This design comes from an exercise in tuning for small area on the open sky130 flow, not from production work.
Where RTL was checked, it was by simulation tests only, not by an equivalence proof against the original.
The clock port is modelled as an ideal driver; clocking choices that lean on that would not hold on a real chip.
Power is estimated from default activity; no workload was simulated.

// SPIMaster
module SPIMaster #(
	parameter WIDTH = 8,
	parameter TxFIFODepth = 8,
	parameter RxFIFODepth = 8
	)(
	input clk,
	input rst_n,
    output CS_n,
    output SCK,
    output MOSI,
    input MISO,
	output [WIDTH - 1:0] RXdata,
	input readEn,
	output RXFIFOempty,
	output RXFIFOfull,
	output TXFIFOempty,
	output TXFIFOfull,
	input [WIDTH - 1:0] TXdata,
	input writeEn,
	input startTransaction,
	output doneTransaction,
	input [7:0] prescale1,
	input [7:0] prescale2
	);
Size: roughly 550 cells after synthesis, about 46 I/O pins, about 0.0078 mm^2 of cells after synthesis.
export LEC_CHECK = 0
export CAP_MARGIN = 20
export CORE_MARGIN = 2
export CORE_UTILIZATION = 60
export SLEW_MARGIN = 20
create_clock -name core_clock -period 5.0 [get_ports {clk}]
standard.sh (not shown) runs the stock make flow with config.mk's settings and CLKGATE_MAP_FILE= SYNTH_SCRIPT=/design/flow/synth_recipe.tcl, a recipe that flattens the netlist after the stock synthesis.
==> flow/flow/run.sh <==
#!/bin/bash
# Standard ORFS layout with smaller port buffers and a clock tree without dummy loads.
set -euo pipefail
export BUFFER_PORTS_ARGS="-buffer_cell sky130_fd_sc_hd__buf_1"
export CTS_ARGS="-sink_clustering_enable -repair_clock_nets -dont_use_dummy_load -sink_clustering_size 100 -sink_clustering_max_diameter 500 -buf_list sky130_fd_sc_hd__clkbuf_8"
bash standard.sh > standard_flow.log 2>&1
The starting point ran to the end with no violations.
Edit:
==> flow/flow/run.sh (replaced) <==
#!/bin/bash
# Standard ORFS layout with smaller port buffers and a clock tree without dummy loads.
set -euo pipefail
export BUFFER_PORTS_ARGS="-buffer_cell sky130_fd_sc_hd__buf_1"
export CTS_ARGS="-sink_clustering_enable -repair_clock_nets -dont_use_dummy_load -sink_clustering_size 100 -sink_clustering_max_diameter 500 -buf_list sky130_fd_sc_hd__clkbuf_16"
bash standard.sh > standard_flow.log 2>&1
CORE_UTILIZATION = 40   (was 60)
Effect: Worst setup slack gains 0.013 ns. Via count falls by 0.89%. Final area rises by 3.6%. Non-clock buffer count does not change. Power rises by 11%. Die area rises by 48%. Area after synthesis does not change. Wire length rises by 2.2%.
Edit:
==> flow/flow/run.sh (replaced) <==
#!/bin/bash
# Standard ORFS layout with smaller port buffers and a clock tree without dummy loads.
set -euo pipefail
export BUFFER_PORTS_ARGS="-buffer_cell sky130_fd_sc_hd__buf_1"
export CTS_ARGS="-sink_clustering_enable -repair_clock_nets -dont_use_dummy_load -sink_clustering_size 100 -sink_clustering_max_diameter 500 -buf_list sky130_fd_sc_hd__clkbuf_4 -root_buf sky130_fd_sc_hd__clkbuf_16"
export LEAF_MAX=10
export POST_CTS_TCL="$PWD/flow/post_cts.tcl"
bash standard.sh > standard_flow.log 2>&1
==> flow/flow/post_cts.tcl (new file) <==
# After CTS: a clkbuf_4 that drives more than LEAF_MAX sinks is upsized to clkbuf_8,
# since the extracted wiring makes its sinks' slew exceed what CTS estimated.
set leaf_max $::env(LEAF_MAX)
set changed 0
foreach inst [[ord::get_db_block] getInsts] {
  if {[[$inst getMaster] getName] eq "sky130_fd_sc_hd__clkbuf_4"} {
    set net [[$inst findITerm X] getNet]
    set n [expr {[llength [$net getITerms]] - 1}]
    if {$n > $leaf_max} {
      puts "post_cts: [$inst getName] drives $n sinks, upsizing to clkbuf_8"
      replace_cell [$inst getName] sky130_fd_sc_hd__clkbuf_8
      incr changed
    }
  }
}
if {$changed} {
  detailed_placement
  check_placement -verbose
}
CORE_UTILIZATION = 60   (was 40)
Outcome: The changed run ran to the end with no violations; non-clock buffer count stays the same; setup slack gains 0.024 ns; clock skew grows by 0.013 ns; cell area shrinks by a few percent; worst hold slack is about the same; critical path depth stays the same; cell count shrinks by roughly a tenth; sequential cell count is unchanged; combinational power grows by a few percent.
No functional check of the RTL was part of any run of this note.

SPIMaster, a different RTL version from the one above (not shown whole).
For scale: roughly 450 cells after synthesis, ~180 flip-flops, ~46 I/O pins.
==> flow/config.mk <==
export PLATFORM = sky130hd
export DESIGN_NAME = SPIMaster
export DESIGN_NICKNAME = SPIMaster
export VERILOG_FILES = /design/flow/design.v
export SDC_FILE = /design/flow/constraint.sdc
export NUM_CORES = 4
export LEC_CHECK = 0
export CAP_MARGIN = 0
export CORE_MARGIN = 2
export CORE_UTILIZATION = 70
export SLEW_MARGIN = 0
==> flow/constraint.sdc <==
create_clock -name core_clock -period 5.0 [get_ports {clk}]
set_input_delay 1.0000 -clock core_clock [delete_from_list [all_inputs] [get_ports {clk}]]
set_output_delay 1.0000 -clock core_clock [all_outputs]
set_load 0.01 [all_outputs]
==> flow/flow/run.sh <==
#!/bin/bash
# The standard ORFS layout (standard.sh), with these changes:
#  - synthesis maps the logic with an area-oriented ABC script (flow/abc_area.script in
#    place of ORFS's abc_speed.script); everything before ABC, the flip-flop mapping
#    included, is unchanged, so the registers are the standard synthesis's;
#  - no half/full adder cells (ADDER_MAP_FILE empty): ABC maps adders with the rest;
#  - port buffers are buf_1;
#  - the clock tree is clkbuf_4 leaves under a clkbuf_16 root with no dummy loads, and
#    flow/post_cts.tcl upsizes a leaf that drives more than LEAF_MAX sinks to clkbuf_8.
# Each step's full output goes to a log file in this folder (and ORFS's own logs under orfs/logs).
set -euo pipefail
WORK=$PWD

rm -rf "$WORK/synth_scripts"
cp -r "$FLOW_HOME/scripts" "$WORK/synth_scripts"
cp "$WORK/flow/abc_area.script" "$WORK/synth_scripts/abc_speed.script"

export BUFFER_PORTS_ARGS="-buffer_cell sky130_fd_sc_hd__buf_1"
export CTS_ARGS="-sink_clustering_enable -repair_clock_nets -dont_use_dummy_load -sink_clustering_size 100 -sink_clustering_max_diameter 500 -buf_list sky130_fd_sc_hd__clkbuf_4 -root_buf sky130_fd_sc_hd__clkbuf_16"
export LEAF_MAX=10
export POST_CTS_TCL="$WORK/flow/post_cts.tcl"

bash standard.sh SCRIPTS_DIR="$WORK/synth_scripts" ADDER_MAP_FILE= synth > synth.log 2>&1
bash standard.sh finish > layout.log 2>&1
==> flow/flow/abc_area.script <==
strash
&get -n
&fraig -x
&put
scorr
dc2
strash
dch -f
amap -m -F 4 -A 8
topo
stime -c
dnsize -c
==> flow/flow/post_cts.tcl <==
# After CTS: a clkbuf_4 that drives more than LEAF_MAX sinks is upsized to clkbuf_8,
# since the extracted wiring makes its sinks' slew exceed what CTS estimated.
set leaf_max $::env(LEAF_MAX)
set changed 0
foreach inst [[ord::get_db_block] getInsts] {
  if {[[$inst getMaster] getName] eq "sky130_fd_sc_hd__clkbuf_4"} {
    set net [[$inst findITerm X] getNet]
    set n [expr {[llength [$net getITerms]] - 1}]
    if {$n > $leaf_max} {
      puts "post_cts: [$inst getName] drives $n sinks, upsizing to clkbuf_8"
      replace_cell [$inst getName] sky130_fd_sc_hd__clkbuf_8
      incr changed
    }
  }
}
if {$changed} {
  detailed_placement
  check_placement -verbose
}
The first run ran to the end with no violations.
Change:
Settings changed: CORE_UTILIZATION 70 to 60.
Result: The changed run finished with timing, DRC and antenna clean; worst setup slack got worse by 0.052 ns; synthesized area stays the same; die area grows by 16%; power grows by 0.82%.
Change:
--- a/flow/flow/run.sh
+++ b/flow/flow/run.sh
@@ -7,5 +7,5 @@
 #  - port buffers are buf_1;
 #  - the clock tree is clkbuf_4 leaves under a clkbuf_16 root with no dummy loads, and
-#    flow/post_cts.tcl upsizes a leaf that drives more than LEAF_MAX sinks to clkbuf_8.
+#    flow/post_cts.tcl upsizes a leaf that drives more than LEAF_MAX sinks to buf_6.
 # Each step's full output goes to a log file in this folder (and ORFS's own logs under orfs/logs).
 set -euo pipefail
==> flow/flow/abc_area.script (replaced) <==
strash
&get -n
&fraig -x
&put
scorr
dc2
strash
if -K 4
mfs2 -W 4
strash
dc2
dch -f
amap -m -F 4 -A 8
topo
stime -c
dnsize -c
==> flow/flow/post_cts.tcl (replaced) <==
# After CTS: a clkbuf_4 that drives more than LEAF_MAX sinks is upsized to buf_6
# (about the drive of clkbuf_8 in less area),
# since the extracted wiring makes its sinks' slew exceed what CTS estimated.
set leaf_max $::env(LEAF_MAX)
set changed 0
foreach inst [[ord::get_db_block] getInsts] {
  if {[[$inst getMaster] getName] eq "sky130_fd_sc_hd__clkbuf_4"} {
    set net [[$inst findITerm X] getNet]
    set n [expr {[llength [$net getITerms]] - 1}]
    if {$n > $leaf_max} {
      puts "post_cts: [$inst getName] drives $n sinks, upsizing to buf_6"
      replace_cell [$inst getName] sky130_fd_sc_hd__buf_6
      incr changed
    }
  }
}
if {$changed} {
  detailed_placement
  check_placement -verbose
}
Settings changed: CORE_UTILIZATION 60 to 70.
Register-to-register slack loses 0.08 ns.
Clock power decreases by a little under a tenth.
Global-route usage increases by 3.5 points.
Wire length decreases slightly.
Maximum frequency decreases by a few percent.
Final cell count decreases by a few percent.
Core utilization increases by 11 points.
Via count increases slightly.

-- static timing again, ports no longer ideal --
No port has a modelled driver above. Below, the same layouts with a new extraction and two added sets of constraints.
Step 1, drivers: a clkbuf_16 drives clk and a buf_2 each remaining input, both assumed.
Step 2 moves the port delays by t, midway between the first and last clock arrival at a register: inputs arrive t later, outputs are due t later. That takes back most of the time a late clock gives input paths.
Three values: ideal, step 1, step 2; two values: the first two.
| run | shift t [ns] | setup slack, ns | latest minus earliest clock arrival (ns) |
|---|---|---|---|
| the first run of note 1 | 0.489 | 2.036 / 1.998 / 2.263 | 0.022 / 0.022 |
| the second run of note 1 | 0.472 | 2.049 / 2.004 / 2.172 | 0.030 / 0.030 |
| the third run of note 1 | 0.407 | 2.073 / 2.033 / 2.264 | 0.037 / 0.037 |
| the first run of note 2 | 0.395 | 1.918 / 1.903 / 1.918 | 0.026 / 0.026 |
| the second run of note 2 | 0.409 | 1.865 / 1.828 / 1.915 | 0.032 / 0.032 |
| the third run of note 2 | 0.373 | 1.678 / 1.639 / 1.840 | 0.055 / 0.056 |
After both steps setup and hold are still met in every run listed.
